This design comes from an exercise in tuning for small area on the open sky130 flow, not from production work.
Only simulation tests tie the RTL to the original design; equivalence was not proved.
No driver is modelled on the clock port, so clocking that relies on it looks cheaper here than on a real chip.
Power is estimated from default activity; no workload was simulated.

red:
==> module Stopwatch_main, before the edit <==
module Stopwatch_main(
    input clk,
    input wire rst,
    input wire start,
    input wire [1:0] mode,
    input wire [3:0] init_0,
    input wire [3:0] init_1,
    output [7:0] sseg,
    output [3:0] an
    );
    reg [3:0] e;
    reg [4:0] s;
    wire fast = e[1] & e[0];                     
    wire step = ~e[1] & e[0] & s[2] & s[1] & s[0];
    always @(posedge clk) begin
        if (rst) e <= 4'd14;
        else     e <= e + 4'd1;
        if (rst) s <= 5'd0;
        else     s <= {s[3:0], s[4] ^ s[1] ^ ~(s[2] | s[3])};
    end
    reg p, t, started, run;
    wire tick = t ^ (start & ~p);
    wire T_comp;
    always @(posedge clk) begin
        if (rst) begin
            p <= 1'b0;
            t <= 1'b0;
            started <= 1'b0;
            run <= 1'b0;
        end else if (step) begin
            p <= start;
            t <= tick;
            started <= started | tick | T_comp;
            run <= tick & ~T_comp;
        end
    end
    reg q;
    reg [3:0] d0, d1, d2, d3;
    reg cu;                 
    wire up = ~mode[1];
    wire n0 = d0[3] & d0[0];
    wire n1 = d1[3] & d1[0];
    wire n2 = d2[3] & d2[0];
    wire z0 = ~(d0[3] | d0[2] | d0[1] | d0[0]);
    wire z1 = ~(d1[3] | d1[2] | d1[1] | d1[0]);
    wire z2 = ~(d2[3] | d2[2] | d2[1] | d2[0]);
    wire n3 = d3[3] & d3[0];
    wire z3 = ~(d3[3] | d3[2] | d3[1] | d3[0]);
    assign T_comp = q | (cu ? (n3 & n2 & n1 & d0[3])
                            : (z3 & z2 & z1 & ~d0[3] & ~d0[2] & ~d0[1]));
    wire L0 = up ? n0 : z0;
    wire L1 = up ? n1 : z1;
    wire L2 = up ? n2 : z2;
    wire L3 = up ? n3 : z3;
    wire c1 = L0;
    wire c2 = c1 & L1;
    wire c3 = c2 & L2;
    wire c4 = c3 & L3;
    wire top = q & d3[2] & d3[1] & d2[1] & d2[0] & d1[3] & d0[1] & d0[0];
    wire wd  = ~up & c4 & ~q;
    wire [1:0] nx = {e[3] ^ e[2], ~e[2]};             
    wire [1:0] ai = {L0 & L1, L0 & (~L1 | L2)};       
    wire [1:0] sel = e[1] ? nx : ai;
    reg [3:0] md;
    always @(*) begin
        case (sel)
            2'd0: md = d0;
            2'd1: md = d1;
            2'd2: md = d2;
            2'd3: md = d3;
        endcase
    end
    wire [3:0] pm = up ? md + 4'd1 : md - 4'd1;
    wire nu = ~up;
    wire [3:0] s0 = ~L0 ? pm : {nu & ~wd, 1'b0, wd, nu};
    wire [3:0] s1 = ~L1 ? pm : {nu, 1'b0, 1'b0, nu & ~wd};
    wire [3:0] s2 = ~L2 ? pm : {nu & ~wd, 1'b0, wd, nu};
    wire [3:0] s3 = ~L3 ? pm : {nu & ~wd, wd, wd, nu & ~wd};
    wire sq = q ^ c4;
    wire ia = init_0[3] & (init_0[2] | init_0[1]);           
    wire [3:0] ih = {init_0[3] & ~ia,
                     ia ? (init_0[2] & init_0[1]) : init_0[2],
                     init_0[1] ^ ia,
                     init_0[0]};                             
    wire [4:0] ik = {1'b0, init_1} + {4'd0, ia};             
    wire ibig = ik[4] | (ik[3] & (ik[2] | ik[1]));
    wire [3:0] ith = ibig ? ik[3:0] + 4'd6 : ik[3:0];       
    wire iwrap = ik[4] & ih[2];                              
    wire pq = mode[0] & ibig & ~iwrap;
    wire [3:0] p0, p1, p2, p3;
    assign p3 = mode[0] ? (iwrap ? 4'd0 : ith)
                        : {mode[1], 2'b00, mode[1]};
    assign p2 = mode[0] ? (iwrap ? {3'd0, init_0[0]} : ih)
                        : {mode[1], 2'b00, mode[1]};
    assign p1 = mode[0] ? {3'd0, iwrap}
                        : {mode[1], 2'b00, mode[1]};
    assign p0 = mode[0] ? {1'b0, iwrap, iwrap, 1'b0}
                        : {mode[1], 2'b00, mode[1]};
    wire ld  = ~started;
    wire go  = step & (ld | run);
    wire e1 = go & (ld | c1);
    wire e2 = go & (ld | c2);
    wire e3 = go & (ld | c3);
    wire eq = go & (ld | c4);
    wire rT = rst | (step & started & run & up & top);
    always @(posedge clk) begin
        if (rst) cu <= 1'b1;
        else if (step) cu <= up;
        if (rT) begin
            q <= 1'b0; d3 <= 4'd0; d2 <= 4'd0; d1 <= 4'd0; d0 <= 4'd0;
        end else begin
            if (go) d0 <= ld ? p0 : s0;
            if (e1) d1 <= ld ? p1 : s1;
            if (e2) d2 <= ld ? p2 : s2;
            if (e3) d3 <= ld ? p3 : s3;
            if (eq) q  <= ld ? pq : sq;
        end
    end
    reg [3:0] dig;
    always @(posedge clk) begin
        if (rst) dig <= 4'd14;
        else if (fast) dig <= md;
    end
    wire [6:0] seg;
    assign seg[0] = (dig[0]&dig[1]&dig[2]) | (dig[1]&dig[3]) | (~dig[1]&~dig[2]&~dig[3]);
    assign seg[1] = (dig[0]&dig[1]) | (dig[1]&~dig[2]) | (dig[1]&dig[3]) | (dig[0]&~dig[2]&~dig[3]);
    assign seg[2] = (dig[0]) | (~dig[1]&dig[2]) | (dig[1]&dig[3]);
    assign seg[3] = (dig[0]&~dig[1]&~dig[2]) | (~dig[0]&~dig[1]&dig[2]) | (dig[0]&dig[1]&dig[2]) | (dig[1]&dig[3]);
    assign seg[4] = (~dig[0]&dig[1]&~dig[2]) | (dig[1]&dig[3]);
    assign seg[5] = (dig[0]&~dig[1]&dig[2]) | (~dig[0]&dig[1]&dig[2]);
    assign seg[6] = (~dig[0]&~dig[1]&dig[2]) | (dig[1]&dig[3]) | (dig[0]&~dig[1]&~dig[2]&~dig[3]);
    wire dark = (dig[1]&dig[3]);
    assign an[0] = dark | ~(~e[3] & ~e[2]);
    assign an[1] = dark | ~(~e[3] &  e[2]);
    assign an[2] = dark | ~( e[3] & ~e[2]);
    assign an[3] = dark | ~( e[3] &  e[2]);
    assign sseg = {an[2], seg};
endmodule
clock: 12.0 ns
lec_check: 0
cap_margin: 20
core_margin: 2
core_utilization: 50
gpl_timing_driven: 0
slew_margin: 20
standard.sh (not shown) runs the stock make flow with config.mk's settings and CLKGATE_MAP_FILE= SYNTH_SCRIPT=/design/flow/synth_recipe.tcl, a recipe that flattens the netlist after the stock synthesis.
==> flow/flow/run.sh <==
#!/bin/bash
# Own layout flow: the standard flow (standard.sh) with these changes.
#  1. Synthesis is the standard synthesis (synth_recipe.tcl), except that
#     the final ABC technology mapping is run once with each of the scripts
#     flow/abc_map*.script (area-oriented: deepsyn with different seeds, then
#     &nf; no buffering or upsizing), and the mapping with the smallest cell
#     area is kept. Registers are not touched by ABC, so their names and
#     cell types are those of the standard synthesis.
#     Yosys's half/full adder extraction is off (ADDER_MAP_FILE empty), so
#     ABC maps the adders' logic with the rest.
#     Yosys's insbuf (a buffer between two outputs that carry the same
#     signal) uses sky130_fd_sc_hd__buf_1 instead of buf_4.
#  2. Port buffers are sky130_fd_sc_hd__buf_1 (BUFFER_PORTS_ARGS).
#  3. Clock tree: CTS_ARGS below (clkbuf_8 buffers, no dummy loads), then
#     flow/post_cts.tcl (POST_CTS_TCL) sizes lightly loaded clock buffers
#     down.
# Every tool's full output goes to a log file in the work folder; ORFS's own
# logs are under orfs/logs/.
set -euo pipefail
W=$(pwd)
FL="$W/flow"

# synthesis script: synth_recipe.tcl with ABC's mapping replaced
{
  head -n 1 synth_recipe.tcl
  cat <<TCL
proc abc {args} {
  set i [lsearch -exact \$args -script]
  set libs {}
  foreach lib \$::env(LIB_FILES) { lappend libs -liberty \$lib }
  yosys design -save own_abc_pre
  set best -1
  foreach s [lsort [glob "$FL/abc_map*.script"]] {
    yosys design -load own_abc_pre
    lset args [expr {\$i + 1}] \$s
    yosys abc {*}\$args
    yosys tee -q -o {$W/own_abc_area.txt} stat {*}\$libs
    set fh [open {$W/own_abc_area.txt} r]
    set txt [read \$fh]
    close \$fh
    if {![regexp {Chip area for module[^:]*:\s*([0-9.]+)} \$txt -> a]} { error "no area" }
    puts "own abc: \$s area \$a"
    if {\$best < 0 || \$a < \$best} {
      set best \$a
      yosys design -save own_abc_best
    }
  }
  yosys design -load own_abc_best
  puts "own abc: kept area \$best"
}
proc insbuf {args} {
  yosys insbuf -buf sky130_fd_sc_hd__buf_1 A X
}
TCL
  tail -n +2 synth_recipe.tcl
} > own_synth.tcl

# standard.sh with the synthesis script swapped
sed "s#$W/synth_recipe.tcl#$W/own_synth.tcl#g" standard.sh > own_standard.sh
grep -q own_synth.tcl own_standard.sh

# The standard synthesis in a folder of its own, to check register names
sed "s#WORK_HOME=$W/orfs #WORK_HOME=$W/orfs_std #" standard.sh > std_synth.sh
grep -q orfs_std std_synth.sh
bash std_synth.sh synth > "$W/std_synth.log" 2>&1

export ADDER_MAP_FILE=
export BUFFER_PORTS_ARGS="-buffer_cell sky130_fd_sc_hd__buf_1"
export CTS_ARGS="-root_buf sky130_fd_sc_hd__clkbuf_8 -buf_list sky130_fd_sc_hd__clkbuf_8 -sink_clustering_enable -dont_use_dummy_load -repair_clock_nets"
bash own_standard.sh synth > "$W/flow_synth.log" 2>&1

# the registers (instance names and cell types) must be the standard ones
regs() {
  grep -E '^ *sky130_fd_sc_hd__[a-z0-9]*df[a-z0-9]*_[0-9]+ ' "$1" \
    | awk '{sub(/_[0-9]+$/, "", $1); print $1, $2}' | sort
}
regs orfs_std/results/sky130hd/Stopwatch_main/base/1_2_yosys.v > regs_std.txt
regs orfs/results/sky130hd/Stopwatch_main/base/1_2_yosys.v > regs_own.txt
if ! cmp -s regs_std.txt regs_own.txt || grep -qE ' _[0-9]+_$' regs_own.txt; then
  echo "register names differ from the standard synthesis" >&2
  diff regs_std.txt regs_own.txt >&2 || true
  exit 1
fi

export POST_CTS_TCL="$FL/post_cts.tcl"
bash own_standard.sh > "$W/flow_make.log" 2>&1
test -s out/final.def
Other scripts of this flow, unchanged in this note and not shown: flow/flow/abc_map00.script, flow/flow/abc_map01.script, flow/flow/abc_map02.script, flow/flow/abc_map03.script, flow/flow/abc_map04.script, flow/flow/abc_map05.script, flow/flow/abc_map06.script, flow/flow/abc_map07.script, flow/flow/abc_map08.script, flow/flow/abc_map09.script, flow/flow/abc_map10.script, flow/flow/abc_map11.script, flow/flow/abc_map12.script, flow/flow/abc_map13.script, flow/flow/abc_map14.script, flow/flow/abc_map15.script, flow/flow/post_cts.tcl
Setup changes, red to blue
--- a/flow/design.v
+++ b/flow/design.v
@@ -118,20 +118,20 @@
         end
     end
     reg [3:0] dig;
     always @(posedge clk) begin
-        if (rst) dig <= 4'd14;
+        if (rst) dig <= 4'd15;
         else if (fast) dig <= md;
     end
     wire [6:0] seg;
-    assign seg[0] = (dig[0]&dig[1]&dig[2]) | (dig[1]&dig[3]) | (~dig[1]&~dig[2]&~dig[3]);
-    assign seg[1] = (dig[0]&dig[1]) | (dig[1]&~dig[2]) | (dig[1]&dig[3]) | (dig[0]&~dig[2]&~dig[3]);
-    assign seg[2] = (dig[0]) | (~dig[1]&dig[2]) | (dig[1]&dig[3]);
-    assign seg[3] = (dig[0]&~dig[1]&~dig[2]) | (~dig[0]&~dig[1]&dig[2]) | (dig[0]&dig[1]&dig[2]) | (dig[1]&dig[3]);
+    assign seg[0] = (dig[0]&dig[1]&dig[2]) | (~dig[1]&~dig[2]&~dig[3]);
+    assign seg[1] = (dig[0]&dig[1]) | (dig[1]&~dig[2]) | (dig[0]&~dig[2]&~dig[3]);
+    assign seg[2] = (dig[0]) | (~dig[1]&dig[2]);
+    assign seg[3] = (dig[0]&~dig[1]&~dig[2]) | (~dig[0]&~dig[1]&dig[2]) | (dig[0]&dig[1]&dig[2]);
     assign seg[4] = (~dig[0]&dig[1]&~dig[2]) | (dig[1]&dig[3]);
-    assign seg[5] = (dig[0]&~dig[1]&dig[2]) | (~dig[0]&dig[1]&dig[2]);
+    assign seg[5] = ~((~dig[0]&~dig[1]) | (~dig[2]) | (dig[0]&dig[1]&~dig[3]));
     assign seg[6] = (~dig[0]&~dig[1]&dig[2]) | (dig[1]&dig[3]) | (dig[0]&~dig[1]&~dig[2]&~dig[3]);
-    wire dark = (dig[1]&dig[3]);
+    wire dark = dig[1] & dig[3];
     assign an[0] = dark | ~(~e[3] & ~e[2]);
     assign an[1] = dark | ~(~e[3] &  e[2]);
     assign an[2] = dark | ~( e[3] & ~e[2]);
     assign an[3] = dark | ~( e[3] &  e[2]);
Hold-critical path depth, blue and red: larger value in blue
The more densely filled core belongs to red, not blue.
In terms of buffering overhead, red and blue differ only marginally.
blue finished end to end and its layout was clean on timing, DRC and antenna.
blue ends up with higher number of buffer and inverter instances along the worst setup path than red does.
Of blue and red, the lower final wirelength belongs to blue.
Power density normalized to cell area (higher): red
Multi-input combinational area share: blue vs red, no meaningful difference
Comparing blue with red, the effective utilization at floorplan came out essentially unchanged.
Worst setup slack in blue is 0.37 ns lower than in red
The die height number comes out higher for blue vs red.

[re-timing with driven ports]
The results above use ideal ports. As a check the final layouts listed here were re-extracted and re-timed, cells and wires unchanged. Step 1 assumes that a clkbuf_16 drives the clock port and a buf_2 every other input. Step 2 times the ports against the registers' clock, not the clock port: input delays grow and output delays shrink by t, the midpoint of the rising clock arrivals with the driver on. Slacks: ideal ports / drivers / drivers and shift; pairs: ideal ports / drivers.
| run | shift t [ns] | setup WS [ns] | slew at the worst register clock pin (ns) |
|---|---|---|---|
| red | 0.396 | 6.728 / 6.720 / 6.323 | 0.10 / 0.10 |
| blue | 0.372 | 6.356 / 6.363 / 5.990 | 0.09 / 0.09 |
After both steps setup and hold are still met in every run listed. The setup slack of red, which loses most, moves by -0.008 ns with the drivers and by -0.405 ns with both steps.
